This is an optimization exercise on Yosys and OpenROAD, whose aim is small area, not a production implementation.
The RTL was checked by simulation tests, not by an equivalence proof against the original design.
Power figures rest on the tool's default switching activity, not on a simulated workload.

==> build 23 <==
==> flow/design.v <==
module ACTIVEPRO (
    input       RESET,
    input       SYS_CLOCK,                
    output reg  ACTIVE_DATA ,             
    output reg  ACTIVE_CLOCK,             
    input [511:0] ACTIVE_MESSAGE,         
    input [5:0] ACTIVE_CHANNEL,           
    input  ACTIVE_WR                      
    );
    localparam L = 513;
    reg          busy;                    
    reg          idle;                    
    reg [10:0]   cnt;                     
    reg [5:0]    X;                       
    reg [L-1:0]  ring;
    wire [L-1:0] mp;
    genvar g;
    generate
        for (g = 0; g < 512; g = g + 1) begin : perm
            assign mp[(2*g) % L] = ACTIVE_MESSAGE[g];
        end
    endgenerate
    assign mp[511] = 1'b0;
    always @ (posedge SYS_CLOCK)
        ring <= ~(({ring[L-2:0], ring[L-1]} | {L{idle}}) & (mp | {L{busy}}));
    wire [63:0] tap;
    generate
        for (g = 0; g < 64; g = g + 1) begin : taps
            assign tap[g] = ring[(16*g + 46) % L];
        end
    endgenerate
    wire [6:0] B = cnt[10:4];             
    wire [2:0] bitn = cnt[3:1];
    wire [31:0] det;
    generate
        for (g = 0; g < 32; g = g + 1) begin : dets
            localparam integer Q = (16*(2*g+2) + 2*(g % 8)) % L;
            assign det[g] = &{ring[(Q+14) % L], ring[(Q+12) % L], ring[(Q+10) % L], ring[(Q+8) % L],
                              ring[(Q+6) % L],  ring[(Q+4) % L],  ring[(Q+2) % L],  ring[Q]};
        end
    endgenerate
    wire       search = B[6] & (B[1] ^ B[0]) & cnt[0];    
    wire [3:0] hit;
    generate
        for (g = 0; g < 4; g = g + 1) begin : hits
            assign hit[g] = det[8*g + bitn];
        end
    endgenerate
    wire [1:0] a = hit[0] ? 2'd0 : hit[1] ? 2'd1 : hit[2] ? 2'd2 : 2'd3;
    wire [5:0] cand = {a, bitn, ~B[1]};
    wire       take = search & (|hit) & (cand < X);
    wire       last = (B == {1'b0, X});
    wire [7:0] SECOND_BYTE = {2'b01, ACTIVE_CHANNEL};
    reg        dbit;
    always @*
    begin
        if (B[6] && B[1:0] == 2'b01)       dbit = (bitn != 3'd0);
        else if (B[6] && B[1:0] == 2'b10)  dbit = SECOND_BYTE[7-bitn];
        else                               dbit = ~tap[X];
    end
    always @ (posedge SYS_CLOCK)
    begin
        cnt <= busy ? cnt + 11'd1 : {7'd125, 4'd1};
        if (!busy)     X <= 6'd63;
        else if (take) X <= cand;
    end
    always @ (posedge SYS_CLOCK)
    begin
        if (RESET)
        begin
            busy <= 1'b0;
            idle <= 1'b1;
            ACTIVE_CLOCK <= 1'b0;
            ACTIVE_DATA <= 1'b0;
        end
        else
        begin
            busy <= busy ? !last : ACTIVE_WR;
            idle <= idle ? !ACTIVE_WR : last;
            if (busy)
            begin
                ACTIVE_CLOCK <= !cnt[0];
                if (cnt[0]) ACTIVE_DATA <= dbit;
            end
        end
    end
endmodule
==> flow/flow/run.sh <==
#!/bin/bash
# Standard layout, with the port buffers made from the smallest buffer cell.
set -euo pipefail
export BUFFER_PORTS_ARGS="-buffer_cell sky130_fd_sc_hd__buf_1"
bash standard.sh finish > standard_flow.log 2>&1
==> flow/standard.sh <==
#!/bin/bash
# synth_recipe.tcl (not shown) runs the flow's synth.tcl, then flattens the netlist and writes it again
# the make line also repeats each setting of config.mk as NAME=value (left out here)
make -C /OpenROAD-flow-scripts/flow DESIGN_CONFIG=/design/flow/config.mk WORK_HOME=/design/flow/orfs CLKGATE_MAP_FILE= SYNTH_SCRIPT=/design/flow/synth_recipe.tcl "${@:-finish}"
==> flow/config.mk <==
export PLATFORM = sky130hd
export DESIGN_NAME = ACTIVEPRO
export DESIGN_NICKNAME = ACTIVEPRO
export VERILOG_FILES = /design/flow/design.v
export SDC_FILE = /design/flow/constraint.sdc
export NUM_CORES = 4
export LEC_CHECK = 0
export CAP_MARGIN = 0
export CORE_MARGIN = 2
export CORE_UTILIZATION = 50
export CTS_BUF_LIST = sky130_fd_sc_hd__clkbuf_16
export CTS_CLUSTER_DIAMETER = 80
export CTS_CLUSTER_SIZE = 32
export PLACE_DENSITY = 0.6
export SLEW_MARGIN = 0
==> flow/constraint.sdc <==
create_clock -name core_clock -period 10.0 [get_ports {SYS_CLOCK}]
set_input_delay 2.0000 -clock core_clock [delete_from_list [all_inputs] [get_ports {SYS_CLOCK}]]
set_output_delay 2.0000 -clock core_clock [all_outputs]
set_load 0.01 [all_outputs]
==> trial 15 (differences from build 23) <==
--- a/flow/design.v
+++ b/flow/design.v
@@ -31,22 +31,12 @@
     endgenerate
+    reg [5:0] NEW_X;
+    always @*
+    begin
+        NEW_X = 6'd63;
+        for (int x = 63; x >= 1; x--)
+            if (ACTIVE_MESSAGE[8*x +: 8] == 8'h0)
+                NEW_X = x - 1;
+    end
     wire [6:0] B = cnt[10:4];             
     wire [2:0] bitn = cnt[3:1];
-    wire [31:0] det;
-    generate
-        for (g = 0; g < 32; g = g + 1) begin : dets
-            localparam integer Q = (16*(2*g+2) + 2*(g % 8)) % L;
-            assign det[g] = &{ring[(Q+14) % L], ring[(Q+12) % L], ring[(Q+10) % L], ring[(Q+8) % L],
-                              ring[(Q+6) % L],  ring[(Q+4) % L],  ring[(Q+2) % L],  ring[Q]};
-        end
-    endgenerate
-    wire       search = B[6] & (B[1] ^ B[0]) & cnt[0];    
-    wire [3:0] hit;
-    generate
-        for (g = 0; g < 4; g = g + 1) begin : hits
-            assign hit[g] = det[8*g + bitn];
-        end
-    endgenerate
-    wire [1:0] a = hit[0] ? 2'd0 : hit[1] ? 2'd1 : hit[2] ? 2'd2 : 2'd3;
-    wire [5:0] cand = {a, bitn, ~B[1]};
-    wire       take = search & (|hit) & (cand < X);
     wire       last = (B == {1'b0, X});
@@ -63,4 +53,3 @@
         cnt <= busy ? cnt + 11'd1 : {7'd125, 4'd1};
-        if (!busy)     X <= 6'd63;
-        else if (take) X <= cand;
+        if (!busy) X <= NEW_X;
     end
==> flow/run.sh (new file) <==
#!/bin/bash
# synth_recipe.tcl (not shown) runs the flow's synth.tcl, then flattens the netlist and writes it again
# the make line also repeats each setting of config.mk as NAME=value (left out here)
make -C /OpenROAD-flow-scripts/flow DESIGN_CONFIG=/design/flow/config.mk WORK_HOME=/design/flow/orfs CLKGATE_MAP_FILE= SYNTH_SCRIPT=/design/flow/synth_recipe.tcl finish
- CAP_MARGIN: 0 -> 20
- CTS_BUF_LIST: sky130_fd_sc_hd__clkbuf_16 -> sky130_fd_sc_hd__clkbuf_4 sky130_fd_sc_hd__clkbuf_8
- CTS_CLUSTER_DIAMETER: 80 -> default
- CTS_CLUSTER_SIZE: 32 -> 30
- SLEW_MARGIN: 0 -> 20
removed: flow/flow/run.sh
removed: flow/standard.sh
==> trial 97 (differences from build 23) <==
--- a/flow/design.v
+++ b/flow/design.v
@@ -31,22 +31,12 @@
     endgenerate
+    reg [5:0] NEW_X;
+    always @*
+    begin
+        NEW_X = 6'd63;
+        for (int x = 63; x >= 1; x--)
+            if (ACTIVE_MESSAGE[8*x +: 8] == 8'h0)
+                NEW_X = x - 1;
+    end
     wire [6:0] B = cnt[10:4];             
     wire [2:0] bitn = cnt[3:1];
-    wire [31:0] det;
-    generate
-        for (g = 0; g < 32; g = g + 1) begin : dets
-            localparam integer Q = (16*(2*g+2) + 2*(g % 8)) % L;
-            assign det[g] = &{ring[(Q+14) % L], ring[(Q+12) % L], ring[(Q+10) % L], ring[(Q+8) % L],
-                              ring[(Q+6) % L],  ring[(Q+4) % L],  ring[(Q+2) % L],  ring[Q]};
-        end
-    endgenerate
-    wire       search = B[6] & (B[1] ^ B[0]) & cnt[0];    
-    wire [3:0] hit;
-    generate
-        for (g = 0; g < 4; g = g + 1) begin : hits
-            assign hit[g] = det[8*g + bitn];
-        end
-    endgenerate
-    wire [1:0] a = hit[0] ? 2'd0 : hit[1] ? 2'd1 : hit[2] ? 2'd2 : 2'd3;
-    wire [5:0] cand = {a, bitn, ~B[1]};
-    wire       take = search & (|hit) & (cand < X);
     wire       last = (B == {1'b0, X});
@@ -63,4 +53,3 @@
         cnt <= busy ? cnt + 11'd1 : {7'd125, 4'd1};
-        if (!busy)     X <= 6'd63;
-        else if (take) X <= cand;
+        if (!busy) X <= NEW_X;
     end
==> flow/run.sh (new file) <==
#!/bin/bash
# synth_recipe.tcl (not shown) runs the flow's synth.tcl, then flattens the netlist and writes it again
# the make line also repeats each setting of config.mk as NAME=value (left out here)
make -C /OpenROAD-flow-scripts/flow DESIGN_CONFIG=/design/flow/config.mk WORK_HOME=/design/flow/orfs CLKGATE_MAP_FILE= SYNTH_SCRIPT=/design/flow/synth_recipe.tcl finish
- CAP_MARGIN: 0 -> 20
- CORE_UTILIZATION: 50 -> 75
- CTS_BUF_LIST: sky130_fd_sc_hd__clkbuf_16 -> sky130_fd_sc_hd__clkbuf_4
- CTS_CLUSTER_DIAMETER: 80 -> default
- CTS_CLUSTER_SIZE: 32 -> 20
- PLACE_DENSITY: 0.6 -> 0.85
- SLEW_MARGIN: 0 -> 20
removed: flow/flow/run.sh
removed: flow/standard.sh
==> build 53 (differences from build 23) <==
- CORE_UTILIZATION: 50 -> 60
- CTS_BUF_LIST: sky130_fd_sc_hd__clkbuf_16 -> sky130_fd_sc_hd__clkbuf_8
- CTS_CLUSTER_DIAMETER: 80 -> 100
- CTS_CLUSTER_SIZE: 32 -> 18
- PLACE_DENSITY: 0.6 -> 0.7
==> summary.txt <==
                                                                                trial 15                 build 53                 build 23                trial 97
P_leak                                                                           9.30 nW                  6.69 nW                  6.69 nW                       -
Proportion of synthesized chip area in sequential cells                            62.4%                    65.5%                    65.5%                   62.4%
First-pass GRT wire length                                                       87.2 mm                  70.0 mm                  71.3 mm                       -
Busiest layer in global routing                                                     met2                     met2                     met2                       -
Seq pwr share                                                                      49.7%                    64.8%                    63.5%                       -
Hold buffers post-CTS                                                                  0                        0                        0                       -
Vias/cell                                                                           5.94                     6.06                     5.72                       -
Number of multi-input combinational cells                                            943                      757                      757                       -
Status                                                           complete, no violations  complete, no violations  complete, no violations  stopped before the end
Stage where the flow stopped                                                           -                        -                        -        global placement
Initial antenna violation count                                                       13                       11                        9                       -
Critical path buffer and inverter count                                                1                        1                        1                       -
Syn avg cell area                                                               10.7 µm²                 11.4 µm²                 11.4 µm²                10.7 µm²
Dpl hpwl                                                                         44.1 mm                  34.7 mm                  35.3 mm                       -
Switching portion of total power                                                   23.8%                    25.0%                    25.1%                       -
Insertion delay of the later-clocked pin in the worst-skew pair                  0.62 ns                  0.55 ns                  0.55 ns                       -

==> afterwards: timing with drivers on the ports <==
The flow's constraints put no driver on any port. The routed layouts listed below were extracted and timed again, unchanged, in two steps.
Step 1 sets driving cells, clkbuf_16 on the clock port and buf_2 on the other inputs (assumed; they add their load-dependent delay and slew).
Step 2, shift: input delay + t, output delay - t, t = (earliest + latest rising clock arrival at the registers) / 2. This alone moves slack from input paths to output paths.
Three values: ideal ports, drivers, drivers and shift; two values: the first two.
run	shift t [ns]	setup WS [ns]	worst setup path after step 2
build 23	0.599	6.078 / 6.078 / 6.078	register to register
trial 15	0.659	6.003 / 6.028 / 5.370	input to register
build 53	0.598	6.568 / 6.568 / 6.391	input to register
After both steps setup and hold are still met in every run listed. The setup slack of trial 15, which loses most, moves by +0.025 ns with the drivers and by -0.633 ns with both steps.
